Source: an optimization exercise on an open RTL-to-GDS flow (aim: small area, a short achievable clock period and few clock cycles). Production flows keep margins and buffers that such runs may drop. Function was checked by simulation only, so behaviour that the tests miss may differ from the original. Power is estimated from default activity; no workload was simulated.

`flow/run.sh`:
```
#!/bin/bash
# synth_recipe.tcl (not shown) runs the flow's synth.tcl, then flattens the netlist and writes it again
# the make line also repeats each setting of config.mk as NAME=value (left out here)
make -C /OpenROAD-flow-scripts/flow DESIGN_CONFIG=/design/flow/config.mk WORK_HOME=/design/flow/orfs CLKGATE_MAP_FILE= SYNTH_SCRIPT=/design/flow/synth_recipe.tcl finish
```
`flow/config.mk`:
```
export PLATFORM = sky130hd
export DESIGN_NAME = riscv_top
export DESIGN_NICKNAME = riscv_top
export VERILOG_FILES = /design/flow/design.v
export SDC_FILE = /design/flow/constraint.sdc
export NUM_CORES = 4
export LEC_CHECK = 0
export CAP_MARGIN = 20
export CORE_MARGIN = 2
export CORE_UTILIZATION = 45
export SLEW_MARGIN = 20
```
`flow/constraint.sdc`:
```
create_clock -name core_clock -period 10.0 [get_ports {clk_100MHz}]
set_input_delay 2.0000 -clock core_clock [delete_from_list [all_inputs] [get_ports {clk_100MHz}]]
set_output_delay 2.0000 -clock core_clock [all_outputs]
set_load 0.01 [all_outputs]
```
`flow/design.v`:
```
  localparam R_TYPE = 7'b0110011;
  localparam I_TYPE = 7'b0010011;
  localparam LOAD   = 7'b0000011;
  localparam STORE  = 7'b0100011;
module riscv_top #(
    parameter IM_DEPTH = 64,
    parameter RF_DEPTH = 32,
    parameter SM_DEPTH = 32
) (
    input  logic clk_100MHz,
    input  logic reset,
    input  logic Memory_Initialization,
    input  logic [($clog2(IM_DEPTH<<2))-1:0] writeAddr_IM,
    input  logic [31:0] writeData_IM,
    input  logic writeEn_IM,
    input  logic [($clog2(SM_DEPTH<<2))-1:0] writeAddr_SM_TB,
    input  logic [31:0] writeData_SM_TB,
    input  logic writeEn_SM_TB,
    output logic        rf_we,
    output logic [4:0]  rf_waddr,
    output logic [31:0] rf_wdata,
    output logic        sm_we,
    output logic [4:0]  sm_waddr,
    output logic [31:0] sm_wdata
);
  localparam R_TYPE = 7'b0110011;
  localparam I_TYPE = 7'b0010011;
  localparam LOAD   = 7'b0000011;
  localparam STORE  = 7'b0100011;
    logic        rst_q, mi_q;
    logic        im_we_q;
    logic [5:0]  im_wa_q;
    logic [26:0] im_wd_q;
    logic        sm_we_q;
    logic [4:0]  sm_wa_q;
    logic [31:0] sm_wd_q;
    logic [6:0]  in_op;
    logic [1:0]  in_cls;
    logic        in_nop;
    assign in_op  = writeData_IM[6:0];
    assign in_nop = (in_op != R_TYPE) && (in_op != I_TYPE) && (in_op != LOAD) && (in_op != STORE);
    assign in_cls = (in_op == I_TYPE) ? 2'd1 :
                    (in_op == LOAD)   ? 2'd2 :
                    (in_op == STORE)  ? 2'd3 : 2'd0;
    always_ff @(posedge clk_100MHz) begin
        rst_q   <= reset;
        mi_q    <= Memory_Initialization;
        im_we_q <= writeEn_IM;
        im_wa_q <= writeAddr_IM[7:2];
        im_wd_q <= {writeData_IM[31:12], in_nop ? 5'd0 : writeData_IM[11:7], in_cls};
        sm_we_q <= writeEn_SM_TB;
        sm_wa_q <= writeAddr_SM_TB[6:2];
        sm_wd_q <= writeData_SM_TB;
    end
    logic run;
    assign run = ~rst_q & ~mi_q;
    logic [26:0] imem [0:63];
    always_ff @(posedge clk_100MHz) begin
        if (im_we_q) imem[im_wa_q] <= im_wd_q;
    end
    logic [5:0]  pc;
    logic [26:0] ir;
    logic        vD;
    logic [31:0] a_x, b_x;
    logic        fwda_x, fwdb_x;
    logic [4:0]  rd_x, addr_x;
    logic        we_x, st_x, ld_x;
    logic        k_add, k_inv, k_sll, k_sr, k_sra, k_slt, k_sltu, k_xor, k_or, k_and;
    logic [31:0] r_w;
    logic [4:0]  rd_w;
    logic        we_w, st_w;
    logic [31:0] rf [1:31];
    logic [31:0] rfr [0:31];        
    logic [31:0] rvalid;
    logic [31:0] dmem [0:31];
    logic [31:0] dvalid;
    always_ff @(posedge clk_100MHz) begin
        if (rst_q)     rvalid <= '0;
        else if (we_w) rvalid[rd_w] <= 1'b1;
    end
    genvar gi;
    generate
        for (gi = 1; gi < 32; gi++) begin : g_rf
            always_ff @(posedge clk_100MHz) begin
                if (we_w && rd_w == gi) rf[gi] <= r_w;
            end
            assign rfr[gi] = rf[gi];
        end
    endgenerate
    assign rfr[0] = '0;
    logic [31:0] b_fx;             
    logic        dm_we;
    logic [4:0]  dm_wa;
    logic [31:0] dm_wd;
    assign dm_we = sm_we_q | st_x;
    assign dm_wa = sm_we_q ? sm_wa_q : addr_x;
    assign dm_wd = sm_we_q ? sm_wd_q : b_fx;
    always_ff @(posedge clk_100MHz) begin
        if (rst_q)      dvalid <= '0;
        else if (dm_we) dvalid[dm_wa] <= 1'b1;
    end
    always_ff @(posedge clk_100MHz) begin
        if (dm_we) dmem[dm_wa] <= dm_wd;
    end
    logic [1:0]  cls;
    logic [4:0]  rd, rs1, rs2;
    logic [2:0]  f3;
    logic        b30;
    logic [11:0] imm_i, imm_s;
    logic        is_r, is_i, is_l, is_s;
    logic        stall;
    assign cls   = ir[1:0];
    assign rd    = ir[6:2];
    assign f3    = ir[9:7];
    assign rs1   = ir[14:10];
    assign rs2   = ir[19:15];
    assign b30   = ir[25];
    assign imm_i = ir[26:15];
    assign imm_s = {ir[26:20], ir[6:2]};
    assign is_r  = (cls == 2'd0);
    assign is_i  = (cls == 2'd1);
    assign is_l  = (cls == 2'd2);
    assign is_s  = (cls == 2'd3);
    assign stall = vD & (is_l | is_s) & we_x & (rd_x == rs1);
    logic [31:0] rf1, rf2, a_d, b_d;
    assign rf1 = rvalid[rs1] ? rfr[rs1] : 32'd0;
    assign rf2 = rvalid[rs2] ? rfr[rs2] : 32'd0;
    assign a_d = (we_w && rd_w == rs1) ? r_w : rf1;
    assign b_d = (we_w && rd_w == rs2) ? r_w : rf2;
    logic [3:0]  sel;
    logic [6:0]  addr_sum;
    logic        go;
    assign sel      = is_r ? {b30, f3} : ((f3 == 3'd1 || f3 == 3'd5) ? {b30, f3} : {1'b0, f3});
    assign addr_sum = a_d[6:0] + (is_s ? imm_s[6:0] : imm_i[6:0]);
    assign go       = vD & ~stall;
    always_ff @(posedge clk_100MHz) begin
        if (!run) begin
            pc <= '0;
            vD <= 1'b0;
        end else if (!stall) begin
            pc <= pc + 6'd1;
            vD <= 1'b1;
        end
        if (!stall) ir <= imem[pc];
    end
    always_ff @(posedge clk_100MHz) begin
        a_x    <= a_d;
        b_x    <= (is_i | is_l) ? {{20{imm_i[11]}}, imm_i} : b_d;
        fwda_x <= we_x && (rd_x == rs1);
        fwdb_x <= we_x && (rd_x == rs2) && (is_r | is_s);
        rd_x   <= rd;
        addr_x <= addr_sum[6:2];
        if (!run || !go) begin
            we_x <= 1'b0; st_x <= 1'b0; ld_x <= 1'b0;
            k_add <= 1'b0; k_inv <= 1'b0; k_sll <= 1'b0; k_sr <= 1'b0; k_sra <= 1'b0;
            k_slt <= 1'b0; k_sltu <= 1'b0; k_xor <= 1'b0; k_or <= 1'b0; k_and <= 1'b0;
        end else begin
            we_x   <= (is_r | is_i | is_l) && (rd != 5'd0);
            st_x   <= is_s;
            ld_x   <= is_l;
            k_add  <= (is_r | is_i) && (sel == 4'd0 || sel == 4'd8);
            k_inv  <= (is_r | is_i) && (sel == 4'd8 || sel == 4'd2 || sel == 4'd3);
            k_sll  <= (is_r | is_i) && (sel == 4'd1);
            k_sr   <= (is_r | is_i) && (sel == 4'd5 || sel == 4'd13);
            k_sra  <= (is_r | is_i) && (sel == 4'd13);
            k_slt  <= (is_r | is_i) && (sel == 4'd2);
            k_sltu <= (is_r | is_i) && (sel == 4'd3);
            k_xor  <= (is_r | is_i) && (sel == 4'd4);
            k_or   <= (is_r | is_i) && (sel == 4'd6);
            k_and  <= (is_r | is_i) && (sel == 4'd7);
        end
    end
    logic [31:0] a_fx, b_inv, sum;
    logic        cout, lt_u, lt_s;
    logic [31:0] sll_r, sr_r, ld_data, res;
    logic [4:0]  sh;
    assign a_fx  = fwda_x ? r_w : a_x;
    assign b_fx  = fwdb_x ? r_w : b_x;
    assign b_inv = b_fx ^ {32{k_inv}};
    assign {cout, sum} = {1'b0, a_fx} + {1'b0, b_inv} + {32'd0, k_inv};
    assign lt_u  = ~cout;
    assign lt_s  = (a_fx[31] ^ b_fx[31]) ? a_fx[31] : sum[31];
    assign sh    = b_fx[4:0];
    assign sll_r = a_fx << sh;
    logic signed [32:0] sr_in, sr_out;
    assign sr_in  = {k_sra & a_fx[31], a_fx};
    assign sr_out = sr_in >>> sh;
    assign sr_r   = sr_out[31:0];
    assign ld_data = dvalid[addr_x] ? dmem[addr_x] : 32'd0;
    assign res = ({32{k_add}}  & sum)
               | ({32{k_sll}}  & sll_r)
               | ({32{k_sr}}   & sr_r)
               | ({32{k_slt}}  & {31'd0, lt_s})
               | ({32{k_sltu}} & {31'd0, lt_u})
               | ({32{k_xor}}  & (a_fx ^ b_fx))
               | ({32{k_or}}   & (a_fx | b_fx))
               | ({32{k_and}}  & (a_fx & b_fx))
               | ({32{ld_x}}   & ld_data)
               | ({32{st_x}}   & b_fx);
    always_ff @(posedge clk_100MHz) begin
        r_w  <= res;
        rd_w <= st_x ? addr_x : rd_x;
        if (!run) begin
            we_w <= 1'b0;
            st_w <= 1'b0;
        end else begin
            we_w <= we_x;
            st_w <= st_x;
        end
    end
    assign rf_we    = we_w;
    assign rf_waddr = rd_w;
    assign rf_wdata = r_w;
    assign sm_we    = st_w;
    assign sm_waddr = rd_w;
    assign sm_wdata = r_w;
endmodule
```
==> notes.md <==
IO Count -> 160
HP Class -> reg -> reg
post-CTS setup buffers -> 0
max incr delay on CP -> 1140 ps
Die Span Y -> 608 um
Final nets -> 9,348
status -> finished clean
per-cell routed wire length -> 37.8 um
final period utilization -> 57.3%
CP max-delay cell -> nor2_4
FMAX -> 0.174 GHz
Setup crit start kind -> register
final hold vios -> 0
placed instance area -> 0.173 mm2
Tot Pwr -> 37.6 mW
unrepaired setup endpoints after global routing -> false
initial cell density of the core -> 45.3%
# fillers -> 28,900
crit path time final -> 5730 ps
final setup fails -> 0
final wirelength -> 541 mm
Die X -> 608 um
fin util -> 51.4%
area growth from synthesis to layout -> 13.6%
reg-to-reg startpoint -> ir[12]
hold_ws -> 390 ps
critical path, cell by cell -> nand2_1 -> nor2_4 -> buf_4 -> a22oi_1 -> nand4_1 -> nor3_1 -> nand4_1 -> a22o_1 -> ha_1 -> nand3_1 -> o2bb2a_1 -> o21ai_2 -> o221ai_2 -> o21ba_1 -> xnor2_1
setup slack, reg-to-reg -> 4270 ps
CTS buffer count -> 413
max_cap viols -> 0
power per cell area -> 202 mW/mm2
Leakage -> 59.7 nW
GRT Overall Usage -> 28.6%
fin worst setup slack -> 4270 ps
root buffer cell -> clkbuf_16
most common cell after layout, fill and taps aside -> edfxtp_1
Setup crit start -> ir[12]
Clock Path Buffers -> 4
synthesized area -> 0.164 mm2
num rows -> 221
Detailed Route Iter0 Violations -> 17,600
TritonCTS clock tree -> done
Setup WS pre-CTS -> 4550 ps
Avg Vias per Cell -> 6.76
asr flop ratio synth -> 0%
VDD IR-drop max -> 0.000189 V
Top FF cell, synth -> edfxtp_1
Ys Warns -> 3
syn_nets -> 9,059
CP Max Fanout -> 18
library cells used by synthesis -> 88
grt total ovfl -> 0
worst path required time -> 10,820 ps
Synth Instances -> 8,858
hold buffer count at CTS -> 0
DRT antenna net count -> 0
first-pass detailed-route iteration total -> 14
Slew @ Worst Pin -> 1370 ps
Setup CP Type -> reg -> reg
share of cells above drive strength 1 -> 23.0%
final instance area -> 0.187 mm2
vias in the first global route -> 94,700
half-perimeter wire length after placement -> 290 mm
Layout Cells excl Fill -> 14,300
Clk Latency, worst-skew pair -> 1020 ps
FF+latch area -> 0.119 mm2
DP Cell Count -> 13,500
initial antenna violation count -> 23
clock sinks -> 4,044
most used cell along the critical path -> nand4_1
setup_tns -> 0 ps
largest net degree at the start of global routing -> 129
Post-synth EDFFs -> 3,771
CTS H-tree depth -> 5
Final Slew Violations -> 0
Yosys reg bits -> 4,044
hold path start -> ir[2]
CP arrival -> 6550 ps
Critical Path Sink Type -> register
die area -> 0.370 mm2
IO buf count -> 155
post_cts resized -> 0
Slew HR -> 7.84%
first-pass GRT wire length -> 744 mm
skew final -> 92.4 ps
core area -> 0.363 mm2
sequential share of the synthesized area -> 72.3%
gpl congestion -> 0.951
Worst-path clk slew -> 60 ps
vias -> 96,700
area occupied by multi-input gates -> 0.0440 mm2
syn_area_per_cell -> 18.5 um2
commonest non-fill, non-tap cells in the layout -> 3,771 x edfxtp_1, 913 x mux4_2, 503 x a22oi_1, 424 x clkbuf_16, 380 x nand2_1
# DRC -> 0
[sequential cells by signal (all words and copies together), names as in the netlist, 5 cells and up]
| register | cells |
|---|---|
| rd_w | 5 |
| im_wa_q | 6 |
| rd_x | 5 |
| sm_wd_q | 32 |
| a_x | 32 |
| r_w | 32 |
| ir | 27 |
| rvalid | 32 |
| pc | 6 |
| b_x | 32 |
| dvalid | 32 |
| dmem | 1024 |
| imem | 1728 |
| sm_wa_q | 5 |
| im_wd_q | 27 |
| addr_x | 5 |
| rf | 992 |
[cell usage after synthesis, types with 17 or more instances]
| master | count | area [um2] |
|---|---|---|
| a221oi_1 | 224 | 1960 |
| buf_4 | 46 | 345 |
| a21o_1 | 19 | 143 |
| dfxtp_1 | 273 | 5470 |
| clkbuf_1 | 350 | 1310 |
| o211ai_1 | 30 | 225 |
| a22o_1 | 239 | 2090 |
| o21ai_0 | 130 | 651 |
| mux2i_1 | 170 | 1700 |
| edfxtp_1 | 3771 | 113000 |
| nor4_1 | 28 | 175 |
| a31oi_1 | 33 | 206 |
| a22oi_1 | 503 | 3780 |
| a21oi_1 | 206 | 1030 |
| nand2_1 | 380 | 1430 |
| mux4_2 | 913 | 20600 |
| nand3_1 | 85 | 425 |
| buf_1 | 90 | 338 |
| nor3_1 | 33 | 165 |
| nor2b_1 | 17 | 106 |
| nand4_1 | 95 | 594 |
| xor2_1 | 61 | 534 |
| ha_1 | 116 | 1450 |
| buf_2 | 101 | 505 |
| inv_1 | 91 | 342 |
| a222oi_1 | 40 | 400 |
| nor2_1 | 425 | 1600 |
| mux2_2 | 86 | 968 |
| nand2b_1 | 20 | 125 |
| xnor2_1 | 33 | 289 |
[layer usage]
metal | vias to the layer above | GRT usage [%] | routed length, um
met5 | - | 0 | 19
li1 | 37500 | - | -
met3 | 1718 | 6.45 | 60100
met4 | 2 | 13.4 | 30800
met2 | 7030 | 44.2 | 246000
met1 | 50400 | 38.9 | 204000
[report_power, final]
group	internal, mW	total, mW	switching (mW)
logic	1.48	3.62	2.14
registers	18.6	18.8	0.228
clock network	8.63	15.2	6.53
[final timing paths]
path,end,cells past startpoint
worst max-delay path,addr_x[4],15
worst min-delay path,rd_x[0],0
worst max register to register,addr_x[4],15
worst min register to register,rd_x[0],0
[cell type report]
type,instances,area share (%)
antenna,13,0.0174
clock buffer,522,5.96
clock inverter,237,1.13
inverter,97,0.195
multi-input combinational,4119,23.6
sequential,4044,63.7
tap,4794,3.21
timing repair buffer,472,2.18
[cells by family after synthesis]
logic type / Yosys count / share of synthesized area (%)
AO/OA/AOI/OAI: 1562 / 7.12
XOR/XNOR: 94 / 0.501
multiplexers: 1174 / 14.2
flip-flops: 4044 / 72.3
buffers and inverters: 695 / 1.82
AND/OR/NAND/NOR: 1172 / 3.21
adder cells (fa/ha/maj): 117 / 0.896
[critical path, delay by kind of cell (launching register included)]
family | cells | cell delay [ps]
DFF | 1 | 840
AOI/OAI and AO/OA | 6 | 1250
xor gates and xnor gates | 1 | 110
buffers and inverters | 1 | 580
and+or+nand+nor | 6 | 2490
adders and majority gates | 1 | 220
Testbench counts, summed over its fixed seeds: cycles 9,444.

## afterwards: timing with drivers on the ports
The flow's constraints put no driver on any port. The routed layout listed below was extracted and timed again, unchanged, in two steps. Step 1 assumes that a clkbuf_16 drives the clock port and a buf_2 every other input. Step 2 moves the port delays by t, midway between the first and last clock arrival at a register: inputs arrive t later, outputs are due t later. That takes back most of the time a late clock gives input paths. a / b / c = ideal / step 1 / step 2; a / b = the first two.
shift t [ns]: 1.081
setup slack, ns: 4.266 / 4.266 / 4.266
clock arrival spread, ns: 0.097 / 0.097
worst data-port slew with drivers (ns): 0.09
After both steps setup and hold are still met in this run. The setup slack of this run moves by 0.000 ns with the drivers and by 0.000 ns with both steps.
